What follows belongs to an exercise in optimizing a design on an open flow for small area and a short achievable clock period; a production flow would make more cautious choices. Function not checked in this run: the RTL went through the layout flow alone. Power is estimated from default activity; no workload was simulated.

**flow/config.mk**
```make
export PLATFORM = sky130hd
export DESIGN_NAME = mod
export DESIGN_NICKNAME = mod
export VERILOG_FILES = /design/flow/design.v
export SDC_FILE = /design/flow/constraint.sdc
export NUM_CORES = 4
export LEC_CHECK = 0
export ABC_AREA = 1
export CAP_MARGIN = 20
export CORE_MARGIN = 2
export CORE_UTILIZATION = 40
export SETUP_SLACK_MARGIN = 2.9
export SLEW_MARGIN = 20
```
**flow/constraint.sdc**
```tcl
create_clock -name core_clock -period 5.2 [get_ports {clk}]
set_input_delay 1.0400 -clock core_clock [delete_from_list [all_inputs] [get_ports {clk}]]
set_output_delay 1.0400 -clock core_clock [all_outputs]
set_load 0.01 [all_outputs]
```
**flow/design.v**
```verilog
`timescale 1ns / 1ps
module mod (
    input logic clk,
    input logic reset,
    input logic [15:0] samp,
    output logic pull,
    output logic pdata
);
    localparam logic [39:0] TH = 40'h00014CCCCC;
    logic [7:0]  cnt;
    logic [15:0] sv;
    logic [39:2] xb;
    logic [39:8] pb;
    logic [1:0] q;
    logic [4:1] cx, cx_n;
    logic [2:1] cp, cp_n;
    logic        q_out;     
    logic        pull_r;    
    wire [7:0] d0_0 = xb[9:2];
    wire o0 = 1'b0;
    wire [7:0] d1_0 = xb[17:10];
    wire a1_1 = &xb[17:10];
    wire a2_1 = &xb[17:11];
    wire g1 = a1_1 & cx[1];
    wire p1 = (a1_1 & !cx[1]) | (a2_1 & !xb[10] & cx[1]);
    wire o1 = g1 | (p1 & o0);
    wire [7:0] d2_0 = xb[25:18];
    wire a1_2 = &xb[25:18];
    wire a2_2 = &xb[25:19];
    wire g2 = a1_2 & cx[2];
    wire p2 = (a1_2 & !cx[2]) | (a2_2 & !xb[18] & cx[2]);
    wire o2 = g2 | (p2 & o1);
    wire [6:0] d3_0 = xb[32:26];
    wire a1_3 = &xb[32:26];
    wire a2_3 = &xb[32:27];
    wire g3 = a1_3 & cx[3];
    wire p3 = (a1_3 & !cx[3]) | (a2_3 & !xb[26] & cx[3]);
    wire o3 = g3 | (p3 & o2);
    wire [6:0] d4_0 = xb[39:33];
    wire s394_0 = (xb[39:33] >= 7'd64);
    wire s394_1 = ((xb[39:33] >= 7'd63) && (xb[39:33] <= 7'd126));
    wire s394_2 = ((xb[39:33] >= 7'd62) && (xb[39:33] <= 7'd125));
    wire y39 = (o3 ? (cx[4] ? s394_2 : s394_1) : (cx[4] ? s394_1 : s394_0));
    wire yz2_0 = (xb[25:18] <= 8'd127);
    wire yz2_1 = (xb[25:18] <= 8'd126) || (xb[25:18] == 8'd255);
    wire yz2_2 = (xb[25:18] <= 8'd125) || (xb[25:18] >= 8'd254);
    wire yz3_0 = (xb[32:26] == 7'd0);
    wire yz3_1 = (xb[32:26] == 7'd127);
    wire yz3_2 = (xb[32:26] == 7'd126);
    wire yz4_0 = (xb[39:33] == 7'd0) || (xb[39:33] == 7'd64);
    wire yz4_1 = (xb[39:33] == 7'd63) || (xb[39:33] == 7'd127);
    wire yz4_2 = (xb[39:33] == 7'd62) || (xb[39:33] == 7'd126);
    wire yz = (o1 ? (cx[2] ? yz2_2 : yz2_1) : (cx[2] ? yz2_1 : yz2_0)) & (o2 ? (cx[3] ? yz3_2 : yz3_1) : (cx[3] ? yz3_1 : yz3_0)) & (o3 ? (cx[4] ? yz4_2 : yz4_1) : (cx[4] ? yz4_1 : yz4_0));
    wire ya2_0 = (xb[25:18] >= 8'd128);
    wire ya2_1 = ((xb[25:18] >= 8'd127) && (xb[25:18] <= 8'd254));
    wire ya2_2 = ((xb[25:18] >= 8'd126) && (xb[25:18] <= 8'd253));
    wire ya3_0 = (xb[32:26] == 7'd127);
    wire ya3_1 = (xb[32:26] == 7'd126);
    wire ya3_2 = (xb[32:26] == 7'd125);
    wire ya4_0 = (xb[39:33] == 7'd63) || (xb[39:33] == 7'd127);
    wire ya4_1 = (xb[39:33] == 7'd62) || (xb[39:33] == 7'd126);
    wire ya4_2 = (xb[39:33] == 7'd61) || (xb[39:33] == 7'd125);
    wire ya = (o1 ? (cx[2] ? ya2_2 : ya2_1) : (cx[2] ? ya2_1 : ya2_0)) & (o2 ? (cx[3] ? ya3_2 : ya3_1) : (cx[3] ? ya3_1 : ya3_0)) & (o3 ? (cx[4] ? ya4_2 : ya4_1) : (cx[4] ? ya4_1 : ya4_0));
    wire ge1a0_0 = (xb[9:2] >= 8'd51);
    wire ge1s1_0 = (xb[17:10] >= 8'd52);
    wire ge1e1_0 = (xb[17:10] == 8'd51);
    wire ge1s1_1 = ((xb[17:10] >= 8'd51) && (xb[17:10] <= 8'd254));
    wire ge1e1_1 = (xb[17:10] == 8'd50);
    wire ge1s1_2 = ((xb[17:10] >= 8'd50) && (xb[17:10] <= 8'd253));
    wire ge1e1_2 = (xb[17:10] == 8'd49);
    wire ge1s2_0 = ((xb[25:18] >= 8'd84) && (xb[25:18] <= 8'd127)) || (xb[25:18] >= 8'd212);
    wire ge1e2_0 = (xb[25:18] == 8'd83) || (xb[25:18] == 8'd211);
    wire ge1s2_1 = ((xb[25:18] >= 8'd83) && (xb[25:18] <= 8'd126)) || ((xb[25:18] >= 8'd211) && (xb[25:18] <= 8'd254));
    wire ge1e2_1 = (xb[25:18] == 8'd82) || (xb[25:18] == 8'd210);
    wire ge1s2_2 = ((xb[25:18] >= 8'd82) && (xb[25:18] <= 8'd125)) || ((xb[25:18] >= 8'd210) && (xb[25:18] <= 8'd253));
    wire ge1e2_2 = (xb[25:18] == 8'd81) || (xb[25:18] == 8'd209);
    wire ge1 = ((o1 ? (cx[2] ? ge1s2_2 : ge1s2_1) : (cx[2] ? ge1s2_1 : ge1s2_0)) | ((o1 ? (cx[2] ? ge1e2_2 : ge1e2_1) : (cx[2] ? ge1e2_1 : ge1e2_0)) & ((o0 ? (cx[1] ? ge1s1_2 : ge1s1_1) : (cx[1] ? ge1s1_1 : ge1s1_0)) | ((o0 ? (cx[1] ? ge1e1_2 : ge1e1_1) : (cx[1] ? ge1e1_1 : ge1e1_0)) & ge1a0_0))));
    wire le2a0_0 = (xb[9:2] <= 8'd204);
    wire le2s1_0 = (xb[17:10] <= 8'd203);
    wire le2e1_0 = (xb[17:10] == 8'd204);
    wire le2s1_1 = (xb[17:10] <= 8'd202) || (xb[17:10] == 8'd255);
    wire le2e1_1 = (xb[17:10] == 8'd203);
    wire le2s1_2 = (xb[17:10] <= 8'd201) || (xb[17:10] >= 8'd254);
    wire le2e1_2 = (xb[17:10] == 8'd202);
    wire le2s2_0 = (xb[25:18] <= 8'd43) || ((xb[25:18] >= 8'd128) && (xb[25:18] <= 8'd171));
    wire le2e2_0 = (xb[25:18] == 8'd44) || (xb[25:18] == 8'd172);
    wire le2s2_1 = (xb[25:18] <= 8'd42) || ((xb[25:18] >= 8'd127) && (xb[25:18] <= 8'd170)) || (xb[25:18] == 8'd255);
    wire le2e2_1 = (xb[25:18] == 8'd43) || (xb[25:18] == 8'd171);
    wire le2s2_2 = (xb[25:18] <= 8'd41) || ((xb[25:18] >= 8'd126) && (xb[25:18] <= 8'd169)) || (xb[25:18] >= 8'd254);
    wire le2e2_2 = (xb[25:18] == 8'd42) || (xb[25:18] == 8'd170);
    wire le2 = ((o1 ? (cx[2] ? le2s2_2 : le2s2_1) : (cx[2] ? le2s2_1 : le2s2_0)) | ((o1 ? (cx[2] ? le2e2_2 : le2e2_1) : (cx[2] ? le2e2_1 : le2e2_0)) & ((o0 ? (cx[1] ? le2s1_2 : le2s1_1) : (cx[1] ? le2s1_1 : le2s1_0)) | ((o0 ? (cx[1] ? le2e1_2 : le2e1_1) : (cx[1] ? le2e1_1 : le2e1_0)) & le2a0_0))));
    wire c0 = !y39 & (!yz | ge1);
    wire c1 = !y39 & (!ya | le2);
    wire s1 = xb[10] ^ pb[10] ^ q[0];
    wire c2 = (xb[10] & pb[10]) | (xb[10] & q[0]) | (pb[10] & q[0]);
    wire s3 = xb[11] ^ pb[11] ^ q[0];
    wire c4 = (xb[11] & pb[11]) | (xb[11] & q[0]) | (pb[11] & q[0]);
    wire s5 = xb[12] ^ pb[12];
    wire c6 = xb[12] & pb[12];
    wire s7 = xb[13] ^ pb[13];
    wire c8 = xb[13] & pb[13];
    wire s9 = xb[14] ^ pb[14] ^ q[0];
    wire c10 = (xb[14] & pb[14]) | (xb[14] & q[0]) | (pb[14] & q[0]);
    wire s11 = xb[15] ^ pb[15] ^ q[0];
    wire c12 = (xb[15] & pb[15]) | (xb[15] & q[0]) | (pb[15] & q[0]);
    wire s13 = xb[16] ^ pb[16] ^ cp[1];
    wire c14 = (xb[16] & pb[16]) | (xb[16] & cp[1]) | (pb[16] & cp[1]);
    wire s15 = xb[17] ^ pb[17];
    wire c16 = xb[17] & pb[17];
    wire s17 = xb[18] ^ pb[18] ^ q[0];
    wire c18 = (xb[18] & pb[18]) | (xb[18] & q[0]) | (pb[18] & q[0]);
    wire s19 = xb[19] ^ pb[19] ^ q[0];
    wire c20 = (xb[19] & pb[19]) | (xb[19] & q[0]) | (pb[19] & q[0]);
    wire s21 = xb[20] ^ pb[20];
    wire c22 = xb[20] & pb[20];
    wire s23 = xb[21] ^ pb[21];
    wire c24 = xb[21] & pb[21];
    wire s25 = xb[22] ^ pb[22] ^ q[0];
    wire c26 = (xb[22] & pb[22]) | (xb[22] & q[0]) | (pb[22] & q[0]);
    wire s27 = xb[23] ^ pb[23];
    wire c28 = xb[23] & pb[23];
    wire s29 = xb[24] ^ pb[24] ^ cp[2];
    wire c30 = (xb[24] & pb[24]) | (xb[24] & cp[2]) | (pb[24] & cp[2]);
    wire s31 = xb[25] ^ pb[25] ^ q[0];
    wire c32 = (xb[25] & pb[25]) | (xb[25] & q[0]) | (pb[25] & q[0]);
    wire s33 = xb[26] ^ pb[26];
    wire c34 = xb[26] & pb[26];
    wire s35 = xb[27] ^ pb[27];
    wire c36 = xb[27] & pb[27];
    wire s37 = xb[28] ^ pb[28];
    wire c38 = xb[28] & pb[28];
    wire s39 = xb[29] ^ pb[29];
    wire c40 = xb[29] & pb[29];
    wire s41 = xb[30] ^ pb[30];
    wire c42 = xb[30] & pb[30];
    wire s43 = xb[31] ^ pb[31];
    wire c44 = xb[31] & pb[31];
    wire s45 = xb[32] ^ pb[32];
    wire c46 = xb[32] & pb[32];
    wire s47 = xb[33] ^ pb[33];
    wire c48 = xb[33] & pb[33];
    wire s49 = xb[34] ^ pb[34];
    wire c50 = xb[34] & pb[34];
    wire s51 = xb[35] ^ pb[35];
    wire c52 = xb[35] & pb[35];
    wire s53 = xb[36] ^ pb[36];
    wire c54 = xb[36] & pb[36];
    wire s55 = xb[37] ^ pb[37];
    wire c56 = xb[37] & pb[37];
    wire s57 = xb[38] ^ pb[38];
    wire c58 = xb[38] & pb[38];
    wire s59 = xb[39] ^ pb[39];
    wire c60 = xb[39] & pb[39];
    wire s61 = xb[2] ^ q[0] ^ 1'b0;
    wire c62 = (xb[2] & q[0]) | (xb[2] & 1'b0) | (q[0] & 1'b0);
    wire s63 = xb[3] ^ q[0] ^ c62;
    wire c64 = (xb[3] & q[0]) | (xb[3] & c62) | (q[0] & c62);
    wire s65 = xb[4] ^ c64;
    wire c66 = xb[4] & c64;
    wire s67 = xb[5] ^ c66;
    wire c68 = xb[5] & c66;
    wire s69 = xb[6] ^ q[0] ^ c68;
    wire c70 = (xb[6] & q[0]) | (xb[6] & c68) | (q[0] & c68);
    wire s71 = xb[7] ^ q[0] ^ c70;
    wire c72 = (xb[7] & q[0]) | (xb[7] & c70) | (q[0] & c70);
    wire s73 = xb[8] ^ pb[8] ^ c72;
    wire c74 = (xb[8] & pb[8]) | (xb[8] & c72) | (pb[8] & c72);
    wire s75 = xb[9] ^ pb[9] ^ c74;
    wire c76 = (xb[9] & pb[9]) | (xb[9] & c74) | (pb[9] & c74);
    assign cx_n[1] = c76;
    wire s77 = s1 ^ cx[1];
    wire c78 = s1 & cx[1];
    wire s79 = s3 ^ c2 ^ c78;
    wire c80 = (s3 & c2) | (s3 & c78) | (c2 & c78);
    wire s81 = s5 ^ c4 ^ c80;
    wire c82 = (s5 & c4) | (s5 & c80) | (c4 & c80);
    wire s83 = s7 ^ c6 ^ c82;
    wire c84 = (s7 & c6) | (s7 & c82) | (c6 & c82);
    wire s85 = s9 ^ c8 ^ c84;
    wire c86 = (s9 & c8) | (s9 & c84) | (c8 & c84);
    wire s87 = s11 ^ c10 ^ c86;
    wire c88 = (s11 & c10) | (s11 & c86) | (c10 & c86);
    wire s89 = s13 ^ c12 ^ c88;
    wire c90 = (s13 & c12) | (s13 & c88) | (c12 & c88);
    wire s91 = s15 ^ c14 ^ c90;
    wire c92 = (s15 & c14) | (s15 & c90) | (c14 & c90);
    assign cx_n[2] = c92;
    wire s93 = s17 ^ c16 ^ cx[2];
    wire c94 = (s17 & c16) | (s17 & cx[2]) | (c16 & cx[2]);
    wire s95 = s19 ^ c18 ^ c94;
    wire c96 = (s19 & c18) | (s19 & c94) | (c18 & c94);
    wire s97 = s21 ^ c20 ^ c96;
    wire c98 = (s21 & c20) | (s21 & c96) | (c20 & c96);
    wire s99 = s23 ^ c22 ^ c98;
    wire c100 = (s23 & c22) | (s23 & c98) | (c22 & c98);
    wire s101 = s25 ^ c24 ^ c100;
    wire c102 = (s25 & c24) | (s25 & c100) | (c24 & c100);
    wire s103 = s27 ^ c26 ^ c102;
    wire c104 = (s27 & c26) | (s27 & c102) | (c26 & c102);
    wire s105 = s29 ^ c28 ^ c104;
    wire c106 = (s29 & c28) | (s29 & c104) | (c28 & c104);
    wire s107 = s31 ^ c30 ^ c106;
    wire c108 = (s31 & c30) | (s31 & c106) | (c30 & c106);
    assign cx_n[3] = c108;
    wire s109 = s33 ^ c32 ^ cx[3];
    wire c110 = (s33 & c32) | (s33 & cx[3]) | (c32 & cx[3]);
    wire s111 = s35 ^ c34 ^ c110;
    wire c112 = (s35 & c34) | (s35 & c110) | (c34 & c110);
    wire s113 = s37 ^ c36 ^ c112;
    wire c114 = (s37 & c36) | (s37 & c112) | (c36 & c112);
    wire s115 = s39 ^ c38 ^ c114;
    wire c116 = (s39 & c38) | (s39 & c114) | (c38 & c114);
    wire s117 = s41 ^ c40 ^ c116;
    wire c118 = (s41 & c40) | (s41 & c116) | (c40 & c116);
    wire s119 = s43 ^ c42 ^ c118;
    wire c120 = (s43 & c42) | (s43 & c118) | (c42 & c118);
    wire s121 = s45 ^ c44 ^ c120;
    wire c122 = (s45 & c44) | (s45 & c120) | (c44 & c120);
    assign cx_n[4] = c122;
    wire s123 = s47 ^ c46 ^ cx[4];
    wire c124 = (s47 & c46) | (s47 & cx[4]) | (c46 & cx[4]);
    wire s125 = s49 ^ c48 ^ c124;
    wire c126 = (s49 & c48) | (s49 & c124) | (c48 & c124);
    wire s127 = s51 ^ c50 ^ c126;
    wire c128 = (s51 & c50) | (s51 & c126) | (c50 & c126);
    wire s129 = s53 ^ c52 ^ c128;
    wire c130 = (s53 & c52) | (s53 & c128) | (c52 & c128);
    wire s131 = s55 ^ c54 ^ c130;
    wire c132 = (s55 & c54) | (s55 & c130) | (c54 & c130);
    wire s133 = s57 ^ c56 ^ c132;
    wire c134 = (s57 & c56) | (s57 & c132) | (c56 & c132);
    wire s135 = s59 ^ c58 ^ c134;
    wire c136 = (s59 & c58) | (s59 & c134) | (c58 & c134);
    wire [8:0] ps137 = {1'b0, pb[15], pb[14], pb[13], pb[12], pb[11], pb[10], pb[9], pb[8]} + {1'b0, ~sv[7], ~sv[6], ~sv[5], ~sv[4], ~sv[3], ~sv[2], ~sv[1], ~sv[0]} + 9'(1'b1);
    assign cp_n[1] = ps137[8];
    wire [8:0] ps138 = {1'b0, pb[23], pb[22], pb[21], pb[20], pb[19], pb[18], pb[17], pb[16]} + {1'b0, ~sv[15], ~sv[14], ~sv[13], ~sv[12], ~sv[11], ~sv[10], ~sv[9], ~sv[8]} + 9'(cp[1]);
    assign cp_n[2] = ps138[8];
    wire inc139 = cp[2] & !(~q[1]);
    wire dec140 = (~q[1]) & !cp[2];
    wire t141 = inc139 | dec140;
    wire s142 = pb[24] ^ t141;
    wire t143 = (inc139 & pb[24]) | (dec140 & !(pb[24]));
    wire s144 = pb[25] ^ t143;
    wire t145 = (inc139 & pb[24] & pb[25]) | (dec140 & !(pb[24] | pb[25]));
    wire s146 = pb[26] ^ t145;
    wire t147 = (inc139 & pb[24] & pb[25] & pb[26]) | (dec140 & !(pb[24] | pb[25] | pb[26]));
    wire s148 = pb[27] ^ t147;
    wire t149 = (inc139 & pb[24] & pb[25] & pb[26] & pb[27]) | (dec140 & !(pb[24] | pb[25] | pb[26] | pb[27]));
    wire s150 = pb[28] ^ t149;
    wire t151 = (inc139 & pb[24] & pb[25] & pb[26] & pb[27] & pb[28]) | (dec140 & !(pb[24] | pb[25] | pb[26] | pb[27] | pb[28]));
    wire s152 = pb[29] ^ t151;
    wire t153 = (inc139 & pb[24] & pb[25] & pb[26] & pb[27] & pb[28] & pb[29]) | (dec140 & !(pb[24] | pb[25] | pb[26] | pb[27] | pb[28] | pb[29]));
    wire s154 = pb[30] ^ t153;
    wire t155 = (inc139 & pb[24] & pb[25] & pb[26] & pb[27] & pb[28] & pb[29] & pb[30]) | (dec140 & !(pb[24] | pb[25] | pb[26] | pb[27] | pb[28] | pb[29] | pb[30]));
    wire s156 = pb[31] ^ t155;
    wire t157 = (inc139 & pb[24] & pb[25] & pb[26] & pb[27] & pb[28] & pb[29] & pb[30] & pb[31]) | (dec140 & !(pb[24] | pb[25] | pb[26] | pb[27] | pb[28] | pb[29] | pb[30] | pb[31]));
    wire s158 = pb[32] ^ t157;
    wire t159 = (inc139 & pb[24] & pb[25] & pb[26] & pb[27] & pb[28] & pb[29] & pb[30] & pb[31] & pb[32]) | (dec140 & !(pb[24] | pb[25] | pb[26] | pb[27] | pb[28] | pb[29] | pb[30] | pb[31] | pb[32]));
    wire s160 = pb[33] ^ t159;
    wire t161 = (inc139 & pb[24] & pb[25] & pb[26] & pb[27] & pb[28] & pb[29] & pb[30] & pb[31] & pb[32] & pb[33]) | (dec140 & !(pb[24] | pb[25] | pb[26] | pb[27] | pb[28] | pb[29] | pb[30] | pb[31] | pb[32] | pb[33]));
    wire s162 = pb[34] ^ t161;
    wire t163 = (inc139 & pb[24] & pb[25] & pb[26] & pb[27] & pb[28] & pb[29] & pb[30] & pb[31] & pb[32] & pb[33] & pb[34]) | (dec140 & !(pb[24] | pb[25] | pb[26] | pb[27] | pb[28] | pb[29] | pb[30] | pb[31] | pb[32] | pb[33] | pb[34]));
    wire s164 = pb[35] ^ t163;
    wire t165 = (inc139 & pb[24] & pb[25] & pb[26] & pb[27] & pb[28] & pb[29] & pb[30] & pb[31] & pb[32] & pb[33] & pb[34] & pb[35]) | (dec140 & !(pb[24] | pb[25] | pb[26] | pb[27] | pb[28] | pb[29] | pb[30] | pb[31] | pb[32] | pb[33] | pb[34] | pb[35]));
    wire s166 = pb[36] ^ t165;
    wire t167 = (inc139 & pb[24] & pb[25] & pb[26] & pb[27] & pb[28] & pb[29] & pb[30] & pb[31] & pb[32] & pb[33] & pb[34] & pb[35] & pb[36]) | (dec140 & !(pb[24] | pb[25] | pb[26] | pb[27] | pb[28] | pb[29] | pb[30] | pb[31] | pb[32] | pb[33] | pb[34] | pb[35] | pb[36]));
    wire s168 = pb[37] ^ t167;
    wire t169 = (inc139 & pb[24] & pb[25] & pb[26] & pb[27] & pb[28] & pb[29] & pb[30] & pb[31] & pb[32] & pb[33] & pb[34] & pb[35] & pb[36] & pb[37]) | (dec140 & !(pb[24] | pb[25] | pb[26] | pb[27] | pb[28] | pb[29] | pb[30] | pb[31] | pb[32] | pb[33] | pb[34] | pb[35] | pb[36] | pb[37]));
    wire s170 = pb[38] ^ t169;
    wire t171 = (inc139 & pb[24] & pb[25] & pb[26] & pb[27] & pb[28] & pb[29] & pb[30] & pb[31] & pb[32] & pb[33] & pb[34] & pb[35] & pb[36] & pb[37] & pb[38]) | (dec140 & !(pb[24] | pb[25] | pb[26] | pb[27] | pb[28] | pb[29] | pb[30] | pb[31] | pb[32] | pb[33] | pb[34] | pb[35] | pb[36] | pb[37] | pb[38]));
    wire s172 = pb[39] ^ t171;
    wire [39:2] xb_n = {s135, s133, s131, s129, s127, s125, s123, s121, s119, s117, s115, s113, s111, s109, s107, s105, s103, s101, s99, s97, s95, s93, s91, s89, s87, s85, s83, s81, s79, s77, s75, s73, s71, s69, s67, s65, s63, s61};
    wire [39:8] pb_n = {s172, s170, s168, s166, s164, s162, s160, s158, s156, s154, s152, s150, s148, s146, s144, s142, ps138[7], ps138[6], ps138[5], ps138[4], ps138[3], ps138[2], ps138[1], ps138[0], ps137[7], ps137[6], ps137[5], ps137[4], ps137[3], ps137[2], ps137[1], ps137[0]};
    always_ff @(posedge clk or posedge reset) begin
        if (reset) begin
            cnt <= 8'hFF;
            pull_r <= 1'b1;
            sv  <= '0;
            xb  <= 38'h2000533332;
            pb  <= '0;
            q   <= '0;
            q_out <= 1'b0;
            cx  <= '0;
            cp  <= '0;
        end else begin
            cnt <= cnt + 8'd1;
            pull_r <= (cnt == 8'hFE);
            if (cnt == 8'hFF) sv <= samp;
            xb  <= xb_n;
            pb  <= pb_n;
            cx  <= cx_n;
            cp  <= cp_n;
            q[0] <= q[0] ? c1 : c0;
            q[1] <= q[1] ? c1 : c0;
            q_out <= q_out ? c1 : c0;
        end
    end
    assign pull  = pull_r;
    assign pdata = q_out;
endmodule
```
**flow/flow/run.sh**
```bash
#!/bin/bash
# The standard layout (the standard.sh), but without Yosys's full-adder
# extraction (ADDER_MAP_FILE empty): ABC then maps the adders itself, into
# faster gates than the fixed sky130 fa/ha cells. Registers are unchanged.
set -euo pipefail
bash standard.sh ADDER_MAP_FILE=  finish > standard_flow.log 2>&1
```
**flow/standard.sh**
```bash
#!/bin/bash
# synth_recipe.tcl (not shown) runs the flow's synth.tcl, then flattens the netlist and writes it again
# the make line also repeats each setting of config.mk as NAME=value (left out here)
make -C /OpenROAD-flow-scripts/flow DESIGN_CONFIG=/design/flow/config.mk WORK_HOME=/design/flow/orfs CLKGATE_MAP_FILE= SYNTH_SCRIPT=/design/flow/synth_recipe.tcl "${@:-finish}"
```
==> notes.md <==
## how the worst min path moves through the flow
stage	from	endpoint	slack [ps]	cells past startpoint
after floorplan	cnt[0]	cnt[0]	450	1
after global placement	cnt[0]	cnt[0]	470	1
after detailed placement	cnt[0]	cnt[0]	470	1
after CTS	cnt[0]	cnt[0]	490	1
after global routing	xb[2]	xb[2]	510	1
final	cnt[0]	cnt[0]	490	1
## power by group through the flow
stage	Combinational, mW	Sequential, mW	Clock, mW
after CTS	2.88	1.66	0.769
after global placement	2.80	1.66	0
after detailed placement	2.85	1.66	0
after floorplan	2.51	1.49	0
after global routing	3.57	1.72	0.802
final	3.08	1.65	0.733
## registers in the layout, indices dropped and copies added (netlist names)
| signal | cells |
|---|---|
| xb | 38 |
| pb | 32 |
| sv | 16 |
| cnt | 8 |
| cx | 4 |
| cp | 2 |
| q | 2 |
| pull_r | 1 |
| q_out | 1 |
## cell families after synthesis
family	Yosys count
compound gates	113
buf+inv	136
fa+ha+maj	1
mux	8
flops	104
xor+xnor	74
simple gates	528
## area by class of cell
cell class	count	area, µm²	share of cell area
multi-input cells	724	3780	0.482
flip-flops and latches	104	2640	0.336
inverters	123	473	0.0602
repair buffers	36	358	0.0456
well taps	220	275	0.0351
clock buffers	12	246	0.0314
clock inverters	4	77.6	0.00988
## Yosys cell counts, types with 7 or more instances
master / count / share of area
a21oi_1: 31 / 0.023
dfrtp_1: 83 / 0.31
dfstp_2: 21 / 0.082
inv_1: 122 / 0.068
mux2_2: 8 / 0.013
nand2_1: 302 / 0.17
nand3_1: 41 / 0.031
nor2_1: 130 / 0.073
nor3_1: 15 / 0.011
o211ai_1: 7 / 0.0078
o21ai_0: 48 / 0.036
or2_2: 10 / 0.0093
xnor2_1: 24 / 0.031
xor2_1: 50 / 0.065
## metrics by stage
| stage | setup slack (ps) | util | std cells | power, mW |
|---|---|---|---|---|
| global placement | 2610 | 0.432 | 1191 | 4.46 |
| finish | 3040 | 0.475 | 1223 | 5.46 |
| detailed placement | 2530 | 0.432 | 1191 | 4.51 |
| floorplan | 2930 | - | 964 | 4.00 |
| CTS | 2920 | 0.453 | 1210 | 5.31 |
| global route | 2810 | 0.475 | 1223 | 6.09 |
## layout by cell type, fill, tap and decap left out, types with 11 or more instances in the layout
cell             instances
nor3_1                  13
inv_1                  117
buf_4                   13
xor2_1                  50
clkdlybuf4s50_1         17
nand2_1                288
dfrtp_1                 78
dfstp_2                 21
nand3_1                 31
o21ai_0                 45
nand3_2                 11
xnor2_1                 24
nand2_2                 13
nor2_1                 122
a21oi_1                 31
## layer usage
metal | GRT usage | vias up | share of wire
li1 | - | 3102 | -
met1 | 0.206 | 2614 | 0.49
met2 | 0.265 | 40 | 0.48
met3 | 0.0377 | 6 | 0.018
met4 | 0.0414 | 0 | 0.011
met5 | 0 | - | 0
## timing repair
action | in CTS | in global routing
pin swaps | 0 | 25
hold buffers | 0 | 0
hold endpoints to repair | 0 | 0
buffers inserted | 3 | 12
setup endpoints to repair | 12 | 15
resized for setup | 4 | 65
## worst max-delay path, delay by kind of cell, from the launching register on
family / cells / cell delay [ps]
AND/OR/NAND/NOR: 9 / 780
flip-flops: 1 / 570
AO/OA/AOI/OAI: 3 / 440
buffers and inverters: 2 / 260
==> notes.md <==
status=timing/DRC/antenna clean; syn_area_per_cell=6.97 µm²; clock root cell=clkbuf_16; via count=5,762; Clock Power Share=0.134; Worst EP arrival=2400 ps; crit path time final=2160 ps; die height=134 µm; Ports=20; multiplexer share of the synthesized area=0.0134; Crit path largest cell delay=570 ps; Yosys warning count=1; CP required=5440 ps; TritonCTS clock tree=done; Worst R2R End=q[1]; Crit Path Max Fanout=5; chip width=134 µm; sequential fraction of the synthesis area=0.391; DRC Markers=0; placed inst area=7140 µm²; total gr overflow=0; fill count=1,645; core area=16,500 µm²; NetSw=2.55 mW; Slew headroom=0.610; cells on worst reg2reg path=14; Bufs on Longest Clock Path=2; worst slew pin tran=583 ps; max_cap viols=0; # diodes=0; post-synthesis xor/xnor area fraction=0.0965; insertion delay to the later sink of the worst-skew pair=350 ps; Synth Area in Simple Gates=0.324; CTS Buf Count=9; Compound-Gate Fraction of Synth Area=0.0952; static leakage=3.91 nW; Worst VDD drop=0.300 mV; FF+latch count, synth=104; Post-Synth Adder-Cell Area=0.00149; die area=17,800 µm²; Comb pwr share=0.564; DRT iter0 DRCs=273; fin. max-slew vios=0; RSZ-0062 raised after global routing=true; drt pass-1 iters=5; sequential share of power=0.302; largest net degree at the start of global routing=58; Achievable Freq=463 MHz; Net Sw Frac=0.468; clock-pin slew on the worst setup and hold paths=70 ps; final WL=13.3 mm; Syn Inst Count=964; Starting Density=0.406; worst min path class=reg2reg; largest family of logic cells by synthesized area=simple AND/OR/NAND/NOR gates; number of flops mapped to enable cells by yosys=0; type of origin of the critical path=flip-flop; worst r2r src=xb[19]; PortBufs=19; vias in the first global route=5,435; # clock sinks=104; Layout Nets=1,016; most used cell, CP=nand2_1; DR WL/cell=10.8 µm; Synth Cell Area=6720 µm²; # rows=47; syn nets=982; crit path kind=reg2reg; CP Cell Sequence=clkinvlp_4, nor2_4, nand2_4, nor2_4, buf_4, a21oi_1, o21ai_0, nand2_1, nand2_1, nand2_1, a31oi_1, nand2_2, nand3_1, nand2_1; Synth cell types=42; Top FF cell, synth=dfrtp_1; Slowest-stage cell, CP=dfstp_2; final setup fails=0; crit path to=q[1]; Hold WS=488 ps; GPL Wtd Cong=0.864; Hold Fails Final Rpt=0; global-route wire length before repair=23.4 mm; Global Route Usage Sum=0.158; remaining antenna violation count=0; setup_tns=0 ps; Critical Path Start=xb[19]; Via-to-Cell Ratio=4.71; Area Overhead vs Synth=16.9%; Cell Int Power=2.90 mW; reg2reg setup slack=3040 ps; period utilisation layout=0.416; Design Area, Final=7850 µm²; final HPWL from detailed placement=9.57 mm; ys async rst share=1.00; Crit. End Element=flip-flop; layout cell share with drive strength beyond 1=0.135; initial antenna violation count=0; Worst Skew=8.52 ps; H-tree depth=3; Pwr per Cell Area=695 nW/µm²

==> port drivers added, routing unchanged <==
In the flow no input, the clock included, has a driving cell. The finished layout below was timed again as built, in two steps. Step 1 (the two cells are an assumption about what drives the block):
set clk [get_ports {clk}]
set_driving_cell -lib_cell sky130_fd_sc_hd__clkbuf_16 $clk
set_driving_cell -lib_cell sky130_fd_sc_hd__buf_2 [delete_from_list [all_inputs] $clk]
Step 2 times the ports against the registers' clock, not the clock port: input delays grow and output delays shrink by t, the midpoint of the rising clock arrivals with the driver on. Three values: no drivers, after step 1, after step 2; two values: the first two.
t (ns): 0.390
setup slack, ns: 3.038 / 2.997 / 3.038
worst slew at a driven data input, ns: 0.03
After both steps this run still meets setup and hold. For this run, drivers alone change the setup slack by -0.041 ns; drivers and shift together by 0.000 ns.
